What follows belongs to an exercise in optimizing a design on an open flow for small area; a production flow would make more cautious choices. Function was checked by simulation only, so behaviour that the tests miss may differ from the original. The clock port is modelled as an ideal driver, which makes a skipped or thinned clock tree look cheaper than it is; a real chip needs a root buffer or a tree. Power and IR drop assume default switching activity.

Setup of umber:
==> flow/design.v (excerpt) <==
module seven_seg(
    input sysclk,
    input rst,
    output [3:0] cath,
    output shift,
    output data,
    output latch,
    output blank
    );
For scale: roughly 220 cells after synthesis, ~10 I/O pins, roughly 1800 µm² of cells after synthesis.
==> flow/config.mk <==
export PLATFORM = sky130hd
export DESIGN_NAME = seven_seg
export DESIGN_NICKNAME = seven_seg
export VERILOG_FILES = /design/flow/design.v
export SDC_FILE = /design/flow/constraint.sdc
export NUM_CORES = 4
export LEC_CHECK = 0
export CAP_MARGIN = 20
export CORE_AREA = 2.3 2.72 60.72 60.56
export DIE_AREA = 0 0 63 63
export PLACE_DENSITY = 0.8
export SLEW_MARGIN = 20
==> flow/constraint.sdc <==
create_clock -name core_clock -period 40.0 [get_ports {sysclk}]
set_input_delay 8.0000 -clock core_clock [delete_from_list [all_inputs] [get_ports {sysclk}]]
set_output_delay 8.0000 -clock core_clock [all_outputs]
set_load 0.01 [all_outputs]
standard.sh (not shown) runs the stock make flow with config.mk's settings and CLKGATE_MAP_FILE= SYNTH_SCRIPT=/design/flow/synth_recipe.tcl, a recipe that flattens the netlist after the stock synthesis.
==> flow/flow/run.sh <==
#!/bin/bash
# Own flow: the standard flow (standard.sh) with three changes:
#  - after the standard synthesis, its combinational logic is mapped again by ABC
#    with area-oriented scripts (abc_*.abc); the registers are kept as they are
#    (same instances, names and cells). The smallest netlist that Yosys proves
#    equivalent to the standard one (equiv.tcl) replaces it;
#  - port buffers are buf_1;
#  - the clock tree is a clkbuf_1 root and 3 or 4 clkbuf_8 leaves, one per cluster
#    of flip-flops (manual_cts.tcl), if its estimated clock-pin slew is at most
#    112 ps; otherwise TritonCTS's tree with clkbuf_8 and no dummy loads, its
#    buffers shrunk where the slew stays under 100 ps (cts_resize.tcl).
set -euo pipefail
export LIB="$FLOW_HOME/platforms/sky130hd/lib/sky130_fd_sc_hd__tt_025C_1v80.lib"
RES=orfs/results/sky130hd/seven_seg/base
bash standard.sh synth > synth.log 2>&1
cp "$RES/1_2_yosys.v" std_1_2_yosys.v
python3 flow/prep_equiv.py std_1_2_yosys.v eq_gold.v g > prep_equiv.log 2>&1

remap() {
  n=$(basename "$1" .abc)
  IN=std_1_2_yosys.v OUT="remap_$n.v" ABCSCRIPT="$1" timeout 600 yosys -c flow/remap.tcl > "remap_$n.log" 2>&1 || true
}
export -f remap
ls flow/abc_*.abc | xargs -P 4 -I{} bash -c 'remap {}'

best=std_1_2_yosys.v
bestarea=1000000000
for s in flow/abc_*.abc; do
  n=$(basename "$s" .abc)
  [[ -f "remap_$n.v.stat" && -f "remap_$n.v" ]] || { echo "$n failed" >> remap_summary.log; continue; }
  a=$(awk '/Chip area/ {print $NF}' "remap_$n.v.stat")
  if grep -q "sky130_fd_sc_hd__lpflow\|sky130_fd_sc_hd__probe" "remap_$n.v"; then
    echo "$n uses a don't-use cell" >> remap_summary.log; continue
  fi
  python3 flow/prep_equiv.py "remap_$n.v" "eq_gate_$n.v" t >> prep_equiv.log 2>&1
  if GOLD=eq_gold.v GATE="eq_gate_$n.v" timeout 600 yosys -c flow/equiv.tcl > "equiv_$n.log" 2>&1; then
    echo "$n area $a equivalent" >> remap_summary.log
    if awk -v a="$a" -v b="$bestarea" 'BEGIN {exit !(a < b)}'; then best="remap_$n.v"; bestarea=$a; fi
  else
    echo "$n area $a NOT equivalent" >> remap_summary.log
  fi
done
echo "using $best" >> remap_summary.log
if [[ "$best" != std_1_2_yosys.v ]]; then
  cp "$best" "$RES/1_2_yosys.v"
  rm -f "$RES/1_synth.odb" "$RES/1_synth.sdc"
fi

ARGS=("BUFFER_PORTS_ARGS=-buffer_cell sky130_fd_sc_hd__buf_1"
  "CTS_ARGS=-sink_clustering_enable -repair_clock_nets -dont_use_dummy_load -buf_list sky130_fd_sc_hd__clkbuf_8 -root_buf sky130_fd_sc_hd__clkbuf_8")
bash standard.sh "${ARGS[@]}" cts > cts.log 2>&1
# Replace TritonCTS's tree by a smaller one if it keeps the clock-pin slew low:
# root clkbuf_1 and K clkbuf_8 leaves over K clusters of flip-flops.
manual=0
for K in 3 4; do
  if PLATFORM_DIR="$FLOW_HOME/platforms/sky130hd" MANUAL_CTS_TCL=flow/manual_cts.tcl ODB="$RES/3_place.odb" \
     SDC="$RES/3_place.sdc" K=$K CB=sky130_fd_sc_hd__clkbuf_8 RB=sky130_fd_sc_hd__clkbuf_1 ODB_OUT="manual_cts_$K.odb" \
     openroad -no_init -exit flow/manual_cts_one.tcl > "manual_cts_$K.log" 2>&1; then
    sl=$(awk '/MAXCLKSLEW/ {print $2}' "manual_cts_$K.log")
    if [[ -n "$sl" ]] && awk -v a="$sl" 'BEGIN {exit !(a <= 112)}'; then
      cp "manual_cts_$K.odb" "$RES/4_1_cts.odb"; manual=1
      echo "manual clock tree with $K leaves, $sl ps" > clock_tree.log
      break
    fi
  fi
done
if [[ $manual == 0 ]]; then
  echo "TritonCTS tree, resized" > clock_tree.log
  PLATFORM_DIR="$FLOW_HOME/platforms/sky130hd" ODB="$RES/4_1_cts.odb" SDC="$RES/4_cts.sdc" LIMIT_PS=100 \
    ODB_OUT="$RES/4_1_cts.odb" openroad -no_init -exit flow/cts_resize.tcl > cts_resize.log 2>&1
fi
bash standard.sh "${ARGS[@]}" finish > finish.log 2>&1
Other scripts of this flow, unchanged in this note and not shown: flow/flow/abc_plain.abc, flow/flow/abc_s0.abc, flow/flow/abc_s11.abc, flow/flow/abc_s17.abc, flow/flow/abc_s19.abc, flow/flow/abc_s23.abc, flow/flow/abc_s29.abc, flow/flow/abc_s3.abc, flow/flow/abc_s5.abc, flow/flow/abc_s7.abc, flow/flow/cts_resize.tcl, flow/flow/equiv.tcl, flow/flow/manual_cts.tcl, flow/flow/manual_cts_one.tcl, flow/flow/prep_equiv.py, flow/flow/remap.tcl
umber completed; timing, DRC and antenna clean
For lagoon, these inputs were changed with respect to umber:
--- a/flow/flow/run.sh
+++ b/flow/flow/run.sh
@@ -8,5 +8,5 @@
 #  - the clock tree is a clkbuf_1 root and 3 or 4 clkbuf_8 leaves, one per cluster
 #    of flip-flops (manual_cts.tcl), if its estimated clock-pin slew is at most
-#    112 ps; otherwise TritonCTS's tree with clkbuf_8 and no dummy loads, its
+#    105 ps; otherwise TritonCTS's tree with clkbuf_8 and no dummy loads, its
 #    buffers shrunk where the slew stays under 100 ps (cts_resize.tcl).
 set -euo pipefail
@@ -58,5 +58,5 @@
      openroad -no_init -exit flow/manual_cts_one.tcl > "manual_cts_$K.log" 2>&1; then
     sl=$(awk '/MAXCLKSLEW/ {print $2}' "manual_cts_$K.log")
-    if [[ -n "$sl" ]] && awk -v a="$sl" 'BEGIN {exit !(a <= 112)}'; then
+    if [[ -n "$sl" ]] && awk -v a="$sl" 'BEGIN {exit !(a <= 105)}'; then
       cp "manual_cts_$K.odb" "$RES/4_1_cts.odb"; manual=1
       echo "manual clock tree with $K leaves, $sl ps" > clock_tree.log
[summary]
lagoon completed end to end with timing, DRC and antenna clean.
Final instance area for lagoon: about 0.7% up relative to umber
Total power (lagoon over umber): increase, 0.0025 mW
Per the comparison of lagoon with umber, post-placement cell area level; wire length of the first global-routing pass moved up; static leakage has increased.
Diff lagoon..umber | share of the clock period used by the worst path | negligible
umber -> lagoon: met2 wire length increased by a little under 10%
Against umber, maximum clock rate in lagoon rose slightly.
No run of this note takes its clock network from TritonCTS; it comes from the design's own scripts or RTL.

what the ideal ports hide:
The flow's constraints put no driver on any port. The routed layouts listed below were extracted and timed again, unchanged, in two steps. Step 1 sets driving cells, clkbuf_16 on the clock port and buf_2 on the other inputs (assumed; they add their load-dependent delay and slew). Step 2 moves the port delays by t, midway between the first and last clock arrival at a register: inputs arrive t later, outputs are due t later. That takes back most of the time a late clock gives input paths. Slacks: no drivers / after step 1 / after step 2; pairs: no drivers / after step 1.
run	t (ns)	setup WS [ns]	worst setup path at the end
umber	0.484	29.761 / 29.764 / 29.280	input to register
lagoon	0.534	29.797 / 29.800 / 29.266	input to register
After both steps setup and hold are still met in every run listed. The setup slack of lagoon, which loses most, moves by +0.003 ns with the drivers and by -0.531 ns with both steps.
